Background: an optimization exercise with open tools, aiming at small area. Do not read the settings as production practice. Function was checked by simulation only, so behaviour that the tests miss may differ from the original. The clock cells of this run come from the design's own scripts or RTL, not from TritonCTS. The clock input has no modelled driver; a real chip could not lean on it and would need a root buffer or a full tree. Power is estimated from default activity; no workload was simulated.

**design/flow/design.v**
```verilog
 `timescale 1ns/10ps
module rx #(
    parameter CLK_FRQ=100000000,  
    parameter BAUD_RATE=115200,   
    parameter BYTE=8
) (
    input logic clk,
    input logic areset,
    input logic data_in,
    output logic rx_open,
    output logic rx_valid,
    output logic [BYTE-1:0] rx_saved
);
    logic prev_data_in;
    logic data_in_val;
    always_ff @(posedge clk) begin
        prev_data_in <= data_in;
        data_in_val <= (!data_in && prev_data_in);
    end
    localparam logic [9:0] QPOL = 10'h073;
    localparam logic [9:0] Q_TICK = 10'h221;
    logic [9:0] qs;
    logic [9:0] q;
    logic [9:0] q_step;
    logic ld;
    assign q = qs ^ QPOL;
    assign q_step = {q[8], ~q[9] & ~ld,
                     q[6] & ~ld, q[5], ~(q[7] ^ q[6]) & ~ld,
                     q[3] & ~ld, q[2], q[1] & ~ld, q[0], ~(q[4] ^ q[2]) & ~ld};
    logic q_zero;            
    assign q_zero = (q == Q_TICK);
    logic b, o, v;
    logic [8:0] buf_q;
    logic a, tick, full;
    assign a    = b & (buf_q[8] | ~o);
    assign tick = a & q_zero;
    assign full = buf_q[0];
    assign ld = ~b | v | (tick & full);
    always_ff @(posedge clk) begin
        qs <= q_step ^ QPOL;
        if (!a || (q_zero && !full))
            buf_q <= {a ? data_in : q_zero, buf_q[8:1]};
    end
    always_ff @(posedge clk) begin
        if (areset)
            b <= 1'b0;
        else if (!b)
            b <= data_in_val;
        else
            b <= !(v || (tick && full && !data_in));
    end
    always_ff @(posedge clk or posedge areset) begin
        if (areset) begin
            o <= 1'b1;
            v <= 1'b0;
            rx_saved <= '0;
        end else begin
            if (!b) begin
                o <= 1'b1;
                v <= 1'b0;
            end else begin
                o <= v || (o && !tick);
                v <= v || (tick && full && data_in);
            end
            if (b && v)
                rx_saved <= buf_q[8:1];
        end
    end
    assign rx_open  = o;
    assign rx_valid = v & ~b;
endmodule
 `timescale 1ns/10ps
module tx #(
    parameter CLK_FRQ=100000000,  
    parameter BAUD_RATE=115200  
) (
    input logic clk,
    input logic areset,
    input logic data_loaded,
    input logic [7:0] data_in,
    output logic data_out,
    output logic tx_done,
    output logic tx_busy
);
    localparam logic [9:0] QPOL = 10'h018;
    logic [9:0] qs;
    logic [9:0] q;
    assign q = qs ^ QPOL;
    logic tick;
    assign tick = (q == 10'h000);
    always_ff @(posedge clk) begin
        qs <= {q[8], ~q[9] & ~areset,
               q[6:5], ~(q[7] ^ q[6]) & ~areset,
               q[3], q[2] & ~areset, q[1:0], ~(q[4] ^ q[2]) & ~areset} ^ QPOL;
    end
    logic req;
    logic       mk;          
    logic [7:0] sd;          
    localparam logic [7:0] DPOL = 8'haa;
    logic [7:0] sds;
    assign sd = sds ^ DPOL;
    logic [8:0] sr;
    assign sr = {mk, sd};
    logic empty;
    assign empty = (sr == 9'd0);
    logic idle;
    assign idle = ~tx_busy & ~sr[8];
    always_ff @(posedge clk) begin
        if (areset) begin
            req <= 1'b0;
            mk <= 1'b0;
        end else begin
            req <= data_loaded || (req && !(tick && idle));
            if (tick)
                mk <= !tx_busy && (mk || req);
        end
    end
    always_ff @(posedge clk or posedge areset) begin
        if (areset) begin
            tx_busy <= 1'b0;
            tx_done <= 1'b0;
            data_out <= 1'b1;
        end else if (tick) begin
            tx_busy <= tx_busy ? !empty : mk;
            data_out <= tx_busy ? (empty || sd[0]) : !mk;
            if (tx_busy && empty)
                tx_done <= 1'b1;
            else if (idle && req)
                tx_done <= 1'b0;
        end
    end
    always_ff @(posedge clk) begin
        if (tick && (tx_busy || !mk))
            sds <= (sr[8:1] | ({8{req && !tx_busy}} & data_in)) ^ DPOL;
    end
endmodule
 `timescale 1ns/10ps
module uart #(
    parameter BYTE=8,
    parameter CLK_FRQ=100000000,  
    parameter BAUD_RATE=115200    
) (
    input logic clk,
    input logic areset,
    input logic data_in_rx,
    output logic tx_done,
    output logic tx_busy, 
    output logic rx_open,
    output logic rx_valid,
    output logic [BYTE-1:0] rx_saved,
    output logic data_out
);
    tx #(.CLK_FRQ(CLK_FRQ), .BAUD_RATE(BAUD_RATE)) uart_tx(
        .clk(clk),
        .areset(areset),
        .data_loaded(rx_valid),
        .data_in(rx_saved),
        .data_out(data_out),
        .tx_done(tx_done),
        .tx_busy(tx_busy)
    );
    rx #(.CLK_FRQ(CLK_FRQ), .BAUD_RATE(BAUD_RATE), .BYTE(BYTE)) uart_rx (
        .clk(clk),
        .areset(areset),
        .data_in(data_in_rx),
        .rx_open(rx_open),
        .rx_valid(rx_valid),
        .rx_saved(rx_saved)
    );
endmodule
```
**design/flow/flow/run.sh**
```bash
#!/bin/bash
# The standard layout (the standard.sh), with these changes:
#  - synthesis: the standard synthesis script, but abc maps the logic with
#    each of the area-oriented scripts abc_*.script and keeps the smallest
#    result (synth_wrap.tcl); registers are untouched;
#  - the port buffers are buf_1 cells (the smallest buffer);
#  - the resizer may swap cells of other footprints (MATCH_CELL_FOOTPRINT=0)
#    and recovers power (RECOVER_POWER=100), which downsizes gates that the
#    timing does not need;
#  - clock tree: cts.tcl drives the registers from three inv_6 cells, each at
#    the centre of a third of the registers (split along x), fed by one inv_2
#    root inverter on clk, so each register sees clk through two inverters;
#    a leaf whose registers' clock slew (placement estimate) is over 115 ps
#    is upsized to inv_8.
# Each step's full log is under orfs/logs; make's output is in standard.log.
set -euo pipefail
F=$PWD/flow
mkdir -p abc_stats
export ABC_STAT_DIR=$PWD/abc_stats
export ABC_SCRIPTS="$(ls $F/abc_*.script | tr '\n' ' ')"
printf 'source %s\nsource %s\n' "$F/synth_wrap.tcl" "$PWD/synth_recipe.tcl" > my_synth.tcl
sed -e "s#SYNTH_SCRIPT=[^ ]*#SYNTH_SCRIPT=$PWD/my_synth.tcl MATCH_CELL_FOOTPRINT=0 RECOVER_POWER=100#" standard.sh > my_standard.sh
grep -q "SYNTH_SCRIPT=$PWD/my_synth.tcl" my_standard.sh
export BUFFER_PORTS_ARGS="-buffer_cell sky130_fd_sc_hd__buf_1"
export PRE_CTS_TCL=$F/cts.tcl
export ROOT_INV=sky130_fd_sc_hd__inv_2 LEAF_INV=sky130_fd_sc_hd__inv_6 ONE_CLK_N=3
export LEAF_SLEW_LIMIT=0.115 LEAF_INV_BIG=sky130_fd_sc_hd__inv_8
bash my_standard.sh > standard.log 2>&1
```
**design/flow/flow/abc_a1.script**
```
strash
dch -f
map -a
```
**design/flow/flow/abc_a8.script**
```
strash
rewrite
refactor
balance
rewrite -z
refactor -z
rewrite -z
balance
dch -f
map -a
```
**design/flow/flow/abc_b1.script**
```
strash
dch -f
map -a
strash
dch -f
map -a
strash
dch -f
map -a
strash
dch -f
map -a
```
**design/flow/flow/abc_b2.script**
```
strash
&get -n
&deepsyn -T 20
&put
dch -f
map -a
```
**design/flow/flow/abc_c2.script**
```
strash
&get -n
&st
&dch -f
&nf -R 1000
&put
```
**design/flow/flow/abc_c3.script**
```
strash
&get -n
&deepsyn -T 30
&put
strash
rewrite
refactor
balance
rewrite -z
refactor -z
rewrite -z
balance
dch -f
map -a
```
**design/flow/flow/cts.tcl**
```tcl
# Replace TritonCTS: clk -> one root inverter -> ONE_CLK_N leaf inverters,
# each driving the registers of one group (split along x), so every register
# sees clk through two inversions.
proc mk_inst {block master name x y} {
  set m [[ord::get_db] findMaster $master]
  set inst [odb::dbInst_create $block $m $name]
  set dbu [$block getDbUnitsPerMicron]
  $inst setLocation [expr {int($x * $dbu)}] [expr {int($y * $dbu)}]
  $inst setPlacementStatus PLACED
  return $inst
}
proc clock_tree_synthesis {args} {
  set block [ord::get_db_block]
  set dbu [$block getDbUnitsPerMicron]
  set net [$block findNet clk]
  set sinks {}
  set ax 0.0; set ay 0.0
  foreach it [$net getITerms] {
    set bb [[$it getInst] getBBox]
    set x [expr {([$bb xMin] + [$bb xMax]) / 2.0 / $dbu}]
    set y [expr {([$bb yMin] + [$bb yMax]) / 2.0 / $dbu}]
    set ax [expr {$ax + $x}]; set ay [expr {$ay + $y}]
    lappend sinks [list $x $y $it]
  }
  set n [llength $sinks]
  set k $::env(ONE_CLK_N)
  set root [mk_inst $block $::env(ROOT_INV) clkinv_root [expr {$ax / $n}] [expr {$ay / $n}]]
  set rnet [odb::dbNet_create $block clknet_root]
  $rnet setSigType CLOCK
  [$root findITerm A] connect $net
  [$root findITerm Y] connect $rnet
  set sx [lsort -real -index 0 $sinks]
  for {set g 0} {$g < $k} {incr g} {
    set grp [lrange $sx [expr {$g * $n / $k}] [expr {($g + 1) * $n / $k - 1}]]
    set gx 0.0; set gy 0.0
    foreach s $grp { set gx [expr {$gx + [lindex $s 0]}]; set gy [expr {$gy + [lindex $s 1]}] }
    set m [llength $grp]
    set leaf [mk_inst $block $::env(LEAF_INV) clkinv_leaf_$g [expr {$gx / $m}] [expr {$gy / $m}]]
    set lnet [odb::dbNet_create $block clknet_leaf_$g]
    $lnet setSigType CLOCK
    [$leaf findITerm A] connect $rnet
    [$leaf findITerm Y] connect $lnet
    foreach s $grp {
      set it [lindex $s 2]
      $it disconnect
      $it connect $lnet
    }
    puts "clock inverter clkinv_leaf_$g drives $m sinks"
  }
  set_propagated_clock [all_clocks]
  estimate_parasitics -placement
  for {set g 0} {$g < $k} {incr g} {
    set leaf [$block findInst clkinv_leaf_$g]
    set worst 0.0
    foreach it [[[$leaf findITerm Y] getNet] getITerms] {
      if {[$it isInputSignal]} {
        set p [get_pins "[[$it getInst] getName]/[[$it getMTerm] getName]"]
        foreach key {slew_max_rise slew_max_fall} {
          set s [get_property $p $key]
          if {$s > $worst} { set worst $s }
        }
      }
    }
    puts "clkinv_leaf_$g worst clock-pin slew (placement estimate) $worst"
    if {$worst > $::env(LEAF_SLEW_LIMIT)} {
      replace_cell [get_cells clkinv_leaf_$g] $::env(LEAF_INV_BIG)
      puts "clkinv_leaf_$g upsized to $::env(LEAF_INV_BIG)"
    }
  }
}
```
**design/flow/flow/synth_wrap.tcl**
```tcl
# Sourced by my_synth.tcl (written by run.sh) before the standard
# synthesis script. It replaces abc's script: abc maps the combinational logic
# once per script in ABC_SCRIPTS and keeps the smallest result (standard-cell
# area by yosys stat). Registers are mapped before abc and are not touched.
proc abc {args} {
  set i [lsearch $args -script]
  set j [lsearch $args -liberty]
  set lib [lindex $args [expr {$j + 1}]]
  yosys design -save pre_abc
  set best -1
  set k 0
  foreach s $::env(ABC_SCRIPTS) {
    yosys design -load pre_abc
    set a [lreplace $args [expr {$i + 1}] [expr {$i + 1}] $s]
    yosys abc {*}$a
    set f $::env(ABC_STAT_DIR)/abc_area_$k.txt
    yosys tee -q -o $f stat -liberty $lib
    set area -1
    set fh [open $f]
    foreach line [split [read $fh] "\n"] {
      if {[regexp {Chip area[^:]*:\s*([0-9.eE+-]+)} $line -> x]} { set area $x }
    }
    close $fh
    puts "abc script $s: area $area"
    if {$area >= 0 && ($best < 0 || $area < $best)} {
      set best $area
      yosys design -save best_abc
      puts "abc: best so far"
    }
    incr k
  }
  yosys design -load best_abc
}
```
**design/flow/standard.sh**
```bash
#!/bin/bash
# synth_recipe.tcl (not shown) runs the flow's synth.tcl, then flattens the netlist and writes it again
# the make line also repeats each setting of config.mk as NAME=value (left out here)
make -C /OpenROAD-flow-scripts/flow DESIGN_CONFIG=/design/flow/config.mk WORK_HOME=/design/flow/orfs CLKGATE_MAP_FILE= SYNTH_SCRIPT=/design/flow/synth_recipe.tcl "${@:-finish}"
```
**design/flow/config.mk**
```make
export PLATFORM = sky130hd
export DESIGN_NAME = uart
export DESIGN_NICKNAME = uart
export VERILOG_FILES = /design/flow/design.v
export SDC_FILE = /design/flow/constraint.sdc
export NUM_CORES = 4
export LEC_CHECK = 0
export CAP_MARGIN = 20
export CORE_MARGIN = 2
export CORE_UTILIZATION = 55
export SLEW_MARGIN = 20
```
**design/flow/constraint.sdc**
```tcl
create_clock -name core_clock -period 10.0 [get_ports {clk}]
set_input_delay 2.0000 -clock core_clock [delete_from_list [all_inputs] [get_ports {clk}]]
set_output_delay 2.0000 -clock core_clock [all_outputs]
set_load 0.01 [all_outputs]
```
==> flow_summary.ini <==
[critical_path]
cpMaxStageDelayCell = dfxtp_1
cpMostUsedCell = clkinv_1
worst-endpoint-required_ns = 8.00
cp_max_fo = 4
slowest_delay_ns = 0.34
timing_worst_setup_path_type = flip-flop to output pin
critPathCaptureType = output pin
start_kind = flip-flop
critPathArrivalTime_ns = 0.97
crit_path_cell_trace = clkinv_1 -> nand2_1 -> clkinv_1 -> buf_1

[yosys]
yosysTopAreaCell = edfxtp_1
synth_area_leaders = edfxtp_1 28%, dfxtp_1 27%, dfrtp_1 15%
synth_seq_cells = 55
synth_cells = 152
post_synth_instance_area_um2 = 1820
synthesis.nets = 157
post_synth.cell_area_avg_um2 = 12.0
synthDominantCellAreaShare_pct = 28.0
synth.distinct_cells = 19
ys_seq_area_share_pct = 73.5
synth.yosys.warnings = 2

[cells_and_area]
post_route_cells_drive_above_1_share_pct = 6.43
postLayoutCellArea_um2 = 1970
inserted_diodes = 0
syn2layout_area_growth_pct = 8.18
fill_cells = 268
final_core_util_pct = 63.5
fin_cells = 215
finalNetCount = 178

[global_route]
antenna_found_initial = 0
grt_pass1_wl_um = 4570
maximum_number_of_pins_on_one_net_before_global_route_repair = 20
grt_use_total_pct = 15.5
via_count_of_the_first_global_routing_pass = 1017
grt_overflow_total = 0

[placed_design]
hpwl_um = 1980
place.detailed.instances = 211
pre_cts_ws_ns = 6.97
io_buffer_count = 15
routabilityCongestion = 0.815
dpl_cell_area_um2 = 1930

[floorplan]
placementRows = 20
die_y_um = 61.5
fp.dieArea_um2 = 3790
floorplan.die.width_um = 61.5
core_area_um2 = 3100
ioPinCount = 16
initial_standard_cell_utilization_of_the_core_pct = 58.7

[power_and_ir_drop]
power-per-cell-area_nw_per_um2 = 188
cellInternalPower_mw = 0.273
p_seq_share_pct = 70.5
net_switching_component_of_the_power_mw = 0.0970
peakVddDrop_mv = 0.138
power_share_of_the_combinational_group_pct = 7.6
power_switching_share_pct = 26.2
clock_power_share_pct = 21.9
p_leak_nw = 0.775

[drt]
vias_per_cell = 4.93
post_drt_wl_per_cell_um = 12.3
detailed_route_via_count = 1060
dr.pass1.iters = 4
drt_iter0_drc = 54
postRouteAntennaNets = 0
route.detailed.drc = 0
final_wirelength_um = 2650

[run_status]
outcome = timing/DRC/antenna clean

[worst_hold_path]
hp-class = flip-flop to flip-flop

[clock_network]
clk_latency_ns = 0.23
post_cts_resized = 0
postCtsHoldBufs = 0
clock_slew_at_the_register_clock_pins_of_the_worst_setup_and_hold_paths_ns = 0.09
cts_setup_buffers = 0

[sta]
final_ws_setup_ns = 7.03
setup_repair_after_global_routing_missed_its_margin = no
clock_period_minus_final_worst_setup_slack_ns = 2.97
finClkSkew_ns = 0.00530
max_freq_mhz = 336
post-route-period-util_pct = 29.7
final_slew_violations = 0
timing.slew.headroom_pct = 24.5
tns_ns = 0
worstMarginPinSlew_ns = 1.12
setup_viol = 0
final_report_hold_violation_count = 0

[job]
cap_violations = 0
==> registers in the layout, indices dropped and copies added, names as in the netlist <==
register              count
uart_tx.data_out          1
uart_rx.qs               10
uart_rx.buf_q             9
uart_tx.qs               10
uart_tx.mk                1
uart_rx.rx_saved          8
uart_rx.b                 1
uart_rx.data_in_val       1
uart_tx.sds               8
uart_rx.o                 1
uart_tx.tx_busy           1
uart_rx.prev_data_in      1
uart_tx.req               1
uart_tx.tx_done           1
uart_rx.v                 1
==> kinds of logic after synthesis <==
group           share of synthesized area, %
simple gates                            9.83
flops                                   73.5
compound gates                          7.84
buf+inv                                 4.33
mux                                     3.09
fa+ha+maj                               1.37
==> cell usage after synthesis <==
cell type	instances
dfxtp_1	25
clkinv_1	21
nor2_1	18
edfxtp_1	17
nand2_1	16
a21oi_1	13
dfrtp_1	11
o21ai_0	11
mux2_2	5
nand4_1	3
dfstp_2	2
ha_1	2
nor4_1	2
a22oi_1	1
nand3_1	1
nor4b_1	1
o21a_1	1
o21bai_1	1
or2_2	1
==> per-stage QoR <==
step | power, mW | hold slack (ns)
after global placement | 0.293 | 0.338
after floorplan | 0.283 | 0.331
after CTS | 0.375 | 0.361
after detailed placement | 0.294 | 0.341
after global routing | 0.390 | 0.365
final | 0.370 | 0.356
==> placed cells by master, fill, tap and decap left out <==
master and instances:
buf_1 14, nand2_1 16, dfrtp_1 11, a22oi_1 1, o21bai_1 1, nand3_1 1
nand4_1 3, nor4b_1 1, mux2_2 5, or2_2 1, nor4_1 2, nor2_1 18
inv_8 3, dfxtp_1 25, inv_2 1, clkinv_1 21, edfxtp_1 17, clkbuf_1 1
o21ai_0 11, dfstp_2 1, o21a_1 1, ha_1 2, a21oi_1 13, dfstp_1 1
==> routing by layer <==
| layer | up-vias | global-route usage [%] | part of all wire, % |
|---|---|---|---|
| li1 | 548 | - | - |
| met1 | 498 | 22.9 | 51 |
| met2 | 12 | 26.2 | 45 |
| met3 | 2 | 1.89 | 3.5 |
| met4 | 0 | 0.912 | 0.60 |
| met5 | - | 0 | 0 |
==> power groups by stage <==
stage	clock (mW)	combinational [mW]	sequential, mW
5_1_grt	0.0941	0.0331	0.263
3_3_place_gp	0	0.0279	0.265
3_5_place_dp	0	0.0285	0.266
2_1_floorplan	0	0.0174	0.265
4_1_cts	0.0859	0.0286	0.261
6_report	0.0811	0.0280	0.261
==> area by class of cell <==
class                   instances  area (um2)  share of cell area [%]
flip-flops and latches         55        1340                    68.0
repair buffers                 15        56.3                    2.86
multi-input cells              76         403                    20.5
inverters                      25         116                    5.91
well taps                      44        55.1                    2.80
==> worst paths after layout <==
check                               from          endpoint  slack (ns)  cells past startpoint
min                        uart_rx.qs[0]     uart_rx.qs[1]        0.36                      0
min reg2reg                uart_rx.qs[0]     uart_rx.qs[1]        0.36                      0
max reg2reg                uart_rx.qs[0]  uart_rx.buf_q[8]        7.82                      3
min in group asynchronous         areset   uart_tx.tx_busy        1.83                      2
max                            uart_rx.b          rx_valid        7.03                      4
max in group asynchronous         areset  uart_tx.data_out        7.88                      2
==> critical path, delay by kind of cell (launching register included) <==
family                 cells  cell delay, ns
flip-flops                 1            0.34
buffers and inverters      3            0.29
AND/OR/NAND/NOR            1            0.11

## re-timing with driven ports
The results above use ideal ports. As a check the final layout listed here was re-extracted and re-timed, cells and wires unchanged.
Step 1: set_driving_cell puts a clkbuf_16 on clk and a buf_2 on each other input, an assumption about the parent block.
Step 2, shift: input delay + t, output delay - t, t = (earliest + latest rising clock arrival at the registers) / 2. This alone moves slack from input paths to output paths.
Slacks: ideal / step 1 / step 2; pairs: ideal / step 1.
t (ns): 0.252
slack for setup (ns): 7.028 / 7.001 / 7.030
worst slew at a driven data input, ns: 0.03
After both steps this run still meets setup and hold. The setup slack of this run moves by -0.027 ns with the drivers and by +0.002 ns with both steps.
